This design comes from an exercise in tuning for small area, a short achievable clock period and few clock cycles per item on the open sky130 flow, not from production work.
At most, simulation tests tie the RTL to the original design; equivalence was not proved.
Power is estimated from default activity; no workload was simulated.

== lane 1 ==
// axi_stream_insert_header
module axi_stream_insert_header#(
		parameter 					DATA_WD=128,
		parameter 					DATA_BYTE_WD=DATA_WD/8,
		parameter 					BYTE_CNT_WD=$clog2(DATA_BYTE_WD)
    )(
		input clk,
		input rst_n,
		input 						valid_in,
		input [DATA_WD-1:0] 		data_in,
		input [DATA_BYTE_WD-1:0] 	keep_in,
		input 						las_in,
		output 						ready_in,
		output						valid_out,
		output [DATA_WD-1:0] 		data_out,
		output [DATA_BYTE_WD-1:0] 	keep_out,
		output						last_out,
		input						ready_out,
		input 						valid_insert,
		input [DATA_WD-1:0]			data_insert,
		input [DATA_BYTE_WD-1:0]	keep_insert,
		input [BYTE_CNT_WD:0]		byte_insert_cnt,
		output						ready_insert
	);
	localparam W  = 2*DATA_WD;			 
	localparam KW = 2*DATA_BYTE_WD;		 
	reg							body;		 
	reg							tail;		 
	reg [DATA_WD-1:0]			prev;		 
	reg [3:0]					sa;			 
	reg [3:0]					sb;			 
	wire [BYTE_CNT_WD-1:0]		t_new	=	DATA_BYTE_WD - byte_insert_cnt;
	wire [3:0]					kg;
	genvar gi;
	generate for (gi = 0; gi < 4; gi = gi + 1) begin : g_kg
		assign kg[gi] = (sa[0] & keep_in[15-gi]) | (sa[1] & keep_in[11-gi])
					  | (sa[2] & keep_in[7-gi])  | (sa[3] & keep_in[3-gi]);
	end endgenerate
	wire split		=	las_in & |(sb & kg);
	wire in_go		=	body & valid_in & ready_out;
	wire pkt_end	=	ready_out & (tail | (body & valid_in & las_in & ~split));
	assign valid_out	=	tail | (body & valid_in);
	assign ready_in		=	ready_out & (tail | (body & ~split));
	assign ready_insert	=	~(body | tail) | pkt_end;
	assign last_out		=	tail | (las_in & ~split);
	wire [W-1:0]				d0	=	{prev, data_in};
	wire [W-1:0]				d1	=	(d0 & {W{sa[0]}}) | ({d0[W-33:0], 32'b0} & {W{sa[1]}})
									  | ({d0[W-65:0], 64'b0} & {W{sa[2]}}) | ({d0[W-97:0], 96'b0} & {W{sa[3]}});
	wire [W-1:0]				d2	=	(d1 & {W{sb[0]}}) | ({d1[W-9:0], 8'b0} & {W{sb[1]}})
									  | ({d1[W-17:0], 16'b0} & {W{sb[2]}}) | ({d1[W-25:0], 24'b0} & {W{sb[3]}});
	assign data_out		=	d2[W-1:DATA_WD];
	wire [KW-1:0]				k0	=	{keep_in | {DATA_BYTE_WD{~tail}}, keep_in & {DATA_BYTE_WD{~tail}}};
	wire [KW-1:0]				k1	=	(k0 & {KW{sa[0]}}) | ({k0[KW-5:0], 4'b0} & {KW{sa[1]}})
									  | ({k0[KW-9:0], 8'b0} & {KW{sa[2]}}) | ({k0[KW-13:0], 12'b0} & {KW{sa[3]}});
	wire [KW-1:0]				k2	=	(k1 & {KW{sb[0]}}) | ({k1[KW-2:0], 1'b0} & {KW{sb[1]}})
  ...
Size: ~140 flip-flops, roughly 450 I/O pins.
==> module axi_stream_insert_header, before the edit <==
module axi_stream_insert_header#(
		parameter 					DATA_WD=128,
		parameter 					DATA_BYTE_WD=DATA_WD/8,
		parameter 					BYTE_CNT_WD=$clog2(DATA_BYTE_WD)
    )(
		input clk,
		input rst_n,
		input 						valid_in,
		input [DATA_WD-1:0] 		data_in,
		input [DATA_BYTE_WD-1:0] 	keep_in,
		input 						las_in,
		output 						ready_in,
		output						valid_out,
		output [DATA_WD-1:0] 		data_out,
		output [DATA_BYTE_WD-1:0] 	keep_out,
		output						last_out,
		input						ready_out,
		input 						valid_insert,
		input [DATA_WD-1:0]			data_insert,
		input [DATA_BYTE_WD-1:0]	keep_insert,
		input [BYTE_CNT_WD:0]		byte_insert_cnt,
		output						ready_insert
	);
	localparam W  = 2*DATA_WD;			 
	localparam KW = 2*DATA_BYTE_WD;		 
	reg							body;		 
	reg							tail;		 
	reg [DATA_WD-1:0]			prev;		 
	reg [3:0]					sa;			 
	reg [3:0]					sb;			 
	wire [BYTE_CNT_WD-1:0]		t_new	=	DATA_BYTE_WD - byte_insert_cnt;
	wire [3:0]					kg;
	genvar gi;
	generate for (gi = 0; gi < 4; gi = gi + 1) begin : g_kg
		assign kg[gi] = (sa[0] & keep_in[15-gi]) | (sa[1] & keep_in[11-gi])
					  | (sa[2] & keep_in[7-gi])  | (sa[3] & keep_in[3-gi]);
	end endgenerate
	wire split		=	las_in & |(sb & kg);
	wire in_go		=	body & valid_in & ready_out;
	wire pkt_end	=	ready_out & (tail | (body & valid_in & las_in & ~split));
	assign valid_out	=	tail | (body & valid_in);
	assign ready_in		=	ready_out & (tail | (body & ~split));
	assign ready_insert	=	~(body | tail) | pkt_end;
	assign last_out		=	tail | (las_in & ~split);
	wire [W-1:0]				d0	=	{prev, data_in};
	wire [W-1:0]				d1	=	(d0 & {W{sa[0]}}) | ({d0[W-33:0], 32'b0} & {W{sa[1]}})
									  | ({d0[W-65:0], 64'b0} & {W{sa[2]}}) | ({d0[W-97:0], 96'b0} & {W{sa[3]}});
	wire [W-1:0]				d2	=	(d1 & {W{sb[0]}}) | ({d1[W-9:0], 8'b0} & {W{sb[1]}})
									  | ({d1[W-17:0], 16'b0} & {W{sb[2]}}) | ({d1[W-25:0], 24'b0} & {W{sb[3]}});
	assign data_out		=	d2[W-1:DATA_WD];
	wire [KW-1:0]				k0	=	{keep_in | {DATA_BYTE_WD{~tail}}, keep_in & {DATA_BYTE_WD{~tail}}};
	wire [KW-1:0]				k1	=	(k0 & {KW{sa[0]}}) | ({k0[KW-5:0], 4'b0} & {KW{sa[1]}})
									  | ({k0[KW-9:0], 8'b0} & {KW{sa[2]}}) | ({k0[KW-13:0], 12'b0} & {KW{sa[3]}});
	wire [KW-1:0]				k2	=	(k1 & {KW{sb[0]}}) | ({k1[KW-2:0], 1'b0} & {KW{sb[1]}})
									  | ({k1[KW-3:0], 2'b0} & {KW{sb[2]}}) | ({k1[KW-4:0], 3'b0} & {KW{sb[3]}});
	assign keep_out		=	k2[KW-1:DATA_BYTE_WD];
	wire hdr_go		=	valid_insert & ready_insert;
	always @(posedge clk) begin
		if (!rst_n) begin
			body	<= 1'b0;
			tail	<= 1'b0;
		end
		else if (hdr_go) begin
			body	<= 1'b1;
			tail	<= 1'b0;
		end
		else if (pkt_end) begin
			body	<= 1'b0;
			tail	<= 1'b0;
		end
		else if (in_go & split) begin
			body	<= 1'b0;
			tail	<= 1'b1;
		end
	end
	wire take_hdr	=	~body | (las_in & ~split);
	wire take_dat	=	body & valid_in & (~las_in | split);
	always @(posedge clk) begin
		if (hdr_go | in_go)
			prev	<= (data_insert & {DATA_WD{take_hdr}}) | (data_in & {DATA_WD{take_dat}});
		if (hdr_go) begin
			sa		<= 4'b0001 << t_new[3:2];
			sb		<= 4'b0001 << t_new[1:0];
		end
	end
endmodule
Settings: LEC_CHECK=0, CAP_MARGIN=20, CORE_AREA=5 5 195 195, DIE_AREA=0 0 200 200, SETUP_SLACK_MARGIN=2.0, SLEW_MARGIN=20; clock period 5.5 ns.
standard.sh (not shown) runs the stock make flow with config.mk's settings and CLKGATE_MAP_FILE= SYNTH_SCRIPT=/design/flow/synth_recipe.tcl, a recipe that flattens the netlist after the stock synthesis.
==> flow/flow/run.sh <==
#!/bin/bash
# Standard layout, with the port buffers made of the smallest buffer cell
# (the timing repair may still resize them).
set -euo pipefail
export BUFFER_PORTS_ARGS="-buffer_cell sky130_fd_sc_hd__buf_1"
bash standard.sh > standard.log 2>&1
### lane 1 -> lane 2
-- flow/design.v --
<<< lane 1, line 76
	end
	wire take_hdr	=	~body | (las_in & ~split);
	wire take_dat	=	body & valid_in & (~las_in | split);
	always @(posedge clk) begin
		if (hdr_go | in_go)
			prev	<= (data_insert & {DATA_WD{take_hdr}}) | (data_in & {DATA_WD{take_dat}});
		if (hdr_go) begin
			sa		<= 4'b0001 << t_new[3:2];
>>> lane 2, line 76
	end
	wire take_hdr	=	~body | (las_in & ~split);
	always @(posedge clk) begin
		if (hdr_go | in_go)
			prev	<= take_hdr ? data_insert : data_in;
		if (hdr_go) begin
			sa		<= 4'b0001 << t_new[3:2];
==> run notes <==
From lane 1 to lane 2 the numbers moved as follows: sequential cell power was more or less identical; clock skew was more or less identical; buffers inserted during post-CTS setup optimization went down by 32.
Wire length of the first global-routing pass, lane 2 and lane 1, higher one = lane 1.
[compare] base=lane 1 new=lane 2: sequential share of the synthesized area fell by 0.96 points; placed standard-cell area has increased; effective utilization at floorplan +1.1 points.
Testbench counts of lane 2, summed over its fixed seeds: cycles 24,851, bytes 373,248.
Only the layout flow was run in lane 1; the RTL was not checked for function there.

---

axi_stream_insert_header, a different RTL version from the one above (not shown whole).
Size: about 1300 cells after synthesis, roughly 140 flip-flops, roughly 450 I/O pins, ~13000 um^2 of cells after synthesis.
// axi_stream_insert_header
module axi_stream_insert_header#(
		parameter 					DATA_WD=128,
		parameter 					DATA_BYTE_WD=DATA_WD/8,
		parameter 					BYTE_CNT_WD=$clog2(DATA_BYTE_WD)
    )(
		input clk,
		input rst_n,
		input 						valid_in,
		input [DATA_WD-1:0] 		data_in,
		input [DATA_BYTE_WD-1:0] 	keep_in,
		input 						las_in,
		output 						ready_in,
		output						valid_out,
		output [DATA_WD-1:0] 		data_out,
		output [DATA_BYTE_WD-1:0] 	keep_out,
		output						last_out,
		input						ready_out,
		input 						valid_insert,
		input [DATA_WD-1:0]			data_insert,
		input [DATA_BYTE_WD-1:0]	keep_insert,
		input [BYTE_CNT_WD:0]		byte_insert_cnt,
		output						ready_insert
	);
	reg							body;		 
	reg							tail;		 
	reg [DATA_WD-1:0]			prev;		 
	reg [BYTE_CNT_WD-1:0]		t;			 
	reg [BYTE_CNT_WD-1:0]		tn;			 
	wire split		=	las_in & keep_in[~t];
	wire in_go		=	body & valid_in & ready_out;
	wire pkt_end	=	ready_out & (tail | (body & valid_in & las_in & ~split));
	assign valid_out	=	tail | (body & valid_in);
	assign ready_in		=	ready_out & (tail | (body & ~split));
	assign ready_insert	=	~(body | tail) | pkt_end;
	assign last_out		=	tail | (las_in & ~split);
	wire [2*DATA_WD-1:0]		s0	=	{prev, data_in};
	wire [2*DATA_WD-1:0]		s1	=	({s0[2*DATA_WD-65:0], 64'b0} & {2*DATA_WD{t[3]}}) | (s0 & {2*DATA_WD{tn[3]}});
	wire [2*DATA_WD-1:0]		s2	=	({s1[2*DATA_WD-33:0], 32'b0} & {2*DATA_WD{t[2]}}) | (s1 & {2*DATA_WD{tn[2]}});
  ...
==> module axi_stream_insert_header, before the edit <==
module axi_stream_insert_header#(
		parameter 					DATA_WD=128,
		parameter 					DATA_BYTE_WD=DATA_WD/8,
		parameter 					BYTE_CNT_WD=$clog2(DATA_BYTE_WD)
    )(
		input clk,
		input rst_n,
		input 						valid_in,
		input [DATA_WD-1:0] 		data_in,
		input [DATA_BYTE_WD-1:0] 	keep_in,
		input 						las_in,
		output 						ready_in,
		output						valid_out,
		output [DATA_WD-1:0] 		data_out,
		output [DATA_BYTE_WD-1:0] 	keep_out,
		output						last_out,
		input						ready_out,
		input 						valid_insert,
		input [DATA_WD-1:0]			data_insert,
		input [DATA_BYTE_WD-1:0]	keep_insert,
		input [BYTE_CNT_WD:0]		byte_insert_cnt,
		output						ready_insert
	);
	reg							body;		 
	reg							tail;		 
	reg [DATA_WD-1:0]			prev;		 
	reg [BYTE_CNT_WD-1:0]		t;			 
	reg [BYTE_CNT_WD-1:0]		tn;			 
	wire split		=	las_in & keep_in[~t];
	wire in_go		=	body & valid_in & ready_out;
	wire pkt_end	=	ready_out & (tail | (body & valid_in & las_in & ~split));
	assign valid_out	=	tail | (body & valid_in);
	assign ready_in		=	ready_out & (tail | (body & ~split));
	assign ready_insert	=	~(body | tail) | pkt_end;
	assign last_out		=	tail | (las_in & ~split);
	wire [2*DATA_WD-1:0]		s0	=	{prev, data_in};
	wire [2*DATA_WD-1:0]		s1	=	({s0[2*DATA_WD-65:0], 64'b0} & {2*DATA_WD{t[3]}}) | (s0 & {2*DATA_WD{tn[3]}});
	wire [2*DATA_WD-1:0]		s2	=	({s1[2*DATA_WD-33:0], 32'b0} & {2*DATA_WD{t[2]}}) | (s1 & {2*DATA_WD{tn[2]}});
	wire [2*DATA_WD-1:0]		s3	=	({s2[2*DATA_WD-17:0], 16'b0} & {2*DATA_WD{t[1]}}) | (s2 & {2*DATA_WD{tn[1]}});
	wire [2*DATA_WD-1:0]		s4	=	({s3[2*DATA_WD-9:0],   8'b0} & {2*DATA_WD{t[0]}}) | (s3 & {2*DATA_WD{tn[0]}});
	assign data_out		=	s4[2*DATA_WD-1:DATA_WD];
	wire [2*DATA_BYTE_WD-1:0]	k0	=	tail ? {keep_in, {DATA_BYTE_WD{1'b0}}} : {{DATA_BYTE_WD{1'b1}}, keep_in};
	wire [2*DATA_BYTE_WD-1:0]	k1	=	({k0[2*DATA_BYTE_WD-9:0], 8'b0} & {2*DATA_BYTE_WD{t[3]}}) | (k0 & {2*DATA_BYTE_WD{tn[3]}});
	wire [2*DATA_BYTE_WD-1:0]	k2	=	({k1[2*DATA_BYTE_WD-5:0], 4'b0} & {2*DATA_BYTE_WD{t[2]}}) | (k1 & {2*DATA_BYTE_WD{tn[2]}});
	wire [2*DATA_BYTE_WD-1:0]	k3	=	({k2[2*DATA_BYTE_WD-3:0], 2'b0} & {2*DATA_BYTE_WD{t[1]}}) | (k2 & {2*DATA_BYTE_WD{tn[1]}});
	wire [2*DATA_BYTE_WD-1:0]	k4	=	({k3[2*DATA_BYTE_WD-2:0], 1'b0} & {2*DATA_BYTE_WD{t[0]}}) | (k3 & {2*DATA_BYTE_WD{tn[0]}});
	assign keep_out		=	k4[2*DATA_BYTE_WD-1:DATA_BYTE_WD];
	wire hdr_go		=	valid_insert & ready_insert;
	always @(posedge clk) begin
		if (!rst_n) begin
			body	<= 1'b0;
			tail	<= 1'b0;
		end
		else if (hdr_go) begin
			body	<= 1'b1;
			tail	<= 1'b0;
		end
		else if (pkt_end) begin
			body	<= 1'b0;
			tail	<= 1'b0;
		end
		else if (in_go & split) begin
			body	<= 1'b0;
			tail	<= 1'b1;
		end
	end
	always @(posedge clk) begin
		if (hdr_go) begin
			prev	<= data_insert;
			t		<= DATA_BYTE_WD - byte_insert_cnt;
			tn		<= byte_insert_cnt - 1'b1;
		end
		else if (in_go)
			prev	<= data_in;
	end
endmodule
clock: 5.5 ns
lec_check: 0
cap_margin: 20
core_area: 5 5 195 195
die_area: 0 0 200 200
setup_slack_margin: 1.0
slew_margin: 20
Scripts as last shown in full above: flow/flow/run.sh
Change:
==> flow/design.v (replaced) <==
`timescale 1ns / 1ps
module axi_stream_insert_header#(
		parameter 					DATA_WD=128,
		parameter 					DATA_BYTE_WD=DATA_WD/8,
		parameter 					BYTE_CNT_WD=$clog2(DATA_BYTE_WD)
    )(
		input clk,
		input rst_n,
		input 						valid_in,
		input [DATA_WD-1:0] 		data_in,
		input [DATA_BYTE_WD-1:0] 	keep_in,
		input 						las_in,
		output 						ready_in,
		output						valid_out,
		output [DATA_WD-1:0] 		data_out,
		output [DATA_BYTE_WD-1:0] 	keep_out,
		output						last_out,
		input						ready_out,
		input 						valid_insert,
		input [DATA_WD-1:0]			data_insert,
		input [DATA_BYTE_WD-1:0]	keep_insert,
		input [BYTE_CNT_WD:0]		byte_insert_cnt,
		output						ready_insert
	);
	localparam W  = 2*DATA_WD;			 
	localparam KW = 2*DATA_BYTE_WD;		 
	reg							body;		 
	reg							tail;		 
	reg [DATA_WD-1:0]			prev;		 
	reg [3:0]					sa;			 
	reg [3:0]					sb;			 
	wire [BYTE_CNT_WD-1:0]		t_new	=	DATA_BYTE_WD - byte_insert_cnt;
	wire [3:0]					kg;
	genvar gi;
	generate for (gi = 0; gi < 4; gi = gi + 1) begin : g_kg
		assign kg[gi] = (sa[0] & keep_in[15-gi]) | (sa[1] & keep_in[11-gi])
					  | (sa[2] & keep_in[7-gi])  | (sa[3] & keep_in[3-gi]);
	end endgenerate
	wire split		=	las_in & |(sb & kg);
	wire in_go		=	body & valid_in & ready_out;
	wire pkt_end	=	ready_out & (tail | (body & valid_in & las_in & ~split));
	assign valid_out	=	tail | (body & valid_in);
	assign ready_in		=	ready_out & (tail | (body & ~split));
	assign ready_insert	=	~(body | tail) | pkt_end;
	assign last_out		=	tail | (las_in & ~split);
	wire [W-1:0]				d0	=	{prev, data_in};
	wire [W-1:0]				d1	=	(d0 & {W{sa[0]}}) | ({d0[W-33:0], 32'b0} & {W{sa[1]}})
									  | ({d0[W-65:0], 64'b0} & {W{sa[2]}}) | ({d0[W-97:0], 96'b0} & {W{sa[3]}});
	wire [W-1:0]				d2	=	(d1 & {W{sb[0]}}) | ({d1[W-9:0], 8'b0} & {W{sb[1]}})
									  | ({d1[W-17:0], 16'b0} & {W{sb[2]}}) | ({d1[W-25:0], 24'b0} & {W{sb[3]}});
	assign data_out		=	d2[W-1:DATA_WD];
	wire [KW-1:0]				k0	=	{keep_in | {DATA_BYTE_WD{~tail}}, keep_in & {DATA_BYTE_WD{~tail}}};
	wire [KW-1:0]				k1	=	(k0 & {KW{sa[0]}}) | ({k0[KW-5:0], 4'b0} & {KW{sa[1]}})
									  | ({k0[KW-9:0], 8'b0} & {KW{sa[2]}}) | ({k0[KW-13:0], 12'b0} & {KW{sa[3]}});
	wire [KW-1:0]				k2	=	(k1 & {KW{sb[0]}}) | ({k1[KW-2:0], 1'b0} & {KW{sb[1]}})
									  | ({k1[KW-3:0], 2'b0} & {KW{sb[2]}}) | ({k1[KW-4:0], 3'b0} & {KW{sb[3]}});
	assign keep_out		=	k2[KW-1:DATA_BYTE_WD];
	wire hdr_go		=	valid_insert & ready_insert;
	always @(posedge clk) begin
		if (!rst_n) begin
			body	<= 1'b0;
			tail	<= 1'b0;
		end
		else if (hdr_go) begin
			body	<= 1'b1;
			tail	<= 1'b0;
		end
		else if (pkt_end) begin
			body	<= 1'b0;
			tail	<= 1'b0;
		end
		else if (in_go & split) begin
			body	<= 1'b0;
			tail	<= 1'b1;
		end
	end
	wire take_hdr	=	~body | (las_in & ~split);
	always @(posedge clk) begin
		if (hdr_go | in_go)
			prev	<= take_hdr ? data_insert : data_in;
		if (hdr_go) begin
			sa		<= 4'b0001 << t_new[3:2];
			sb		<= 4'b0001 << t_new[1:0];
		end
	end
endmodule
After rerunning: The new run finished clean. Final area climbs by 1.6%. Via count goes up by 6.9%. Routed wire length drops by 1.8%. Clock power goes up by about 4%. Synthesized cell count increases by 12%. Non-clock buffer count came out lower by 6.
Testbench counts after the change, summed over its fixed seeds: cycles 24,851, bytes 373,248.
Only the layout flow was run in the first run of this note; the RTL was not checked for function there.

-- separate check: timing with driven ports --
No port has a modelled driver above. Below, the same layouts with a new extraction and two added sets of constraints.
Step 1: set_driving_cell puts a clkbuf_16 on clk and a buf_2 on each other input, an assumption about the parent block.
Step 2 also shifts input and output timing later by t, the mid clock arrival at the registers, as if the neighbouring blocks saw the same clock.
Slacks: ideal ports / drivers / drivers and shift; pairs: ideal ports / drivers.
run | t, ns | setup slack, ns | pins driven straight from the clock port
lane 1 | 0.492 | 1.851 / 1.804 / 1.804 | 1
lane 2 | 0.504 | 1.990 / 1.934 / 1.744 | 1
the first run of note 2 | 0.503 | 1.186 / 1.129 / 1.523 | 1
the second run of note 2 | 0.508 | 1.361 / 1.307 / 1.814 | 1
After both steps every run listed still meets setup and hold. For lane 2, which loses most, drivers alone change the setup slack by -0.056 ns; drivers and shift together by -0.246 ns.
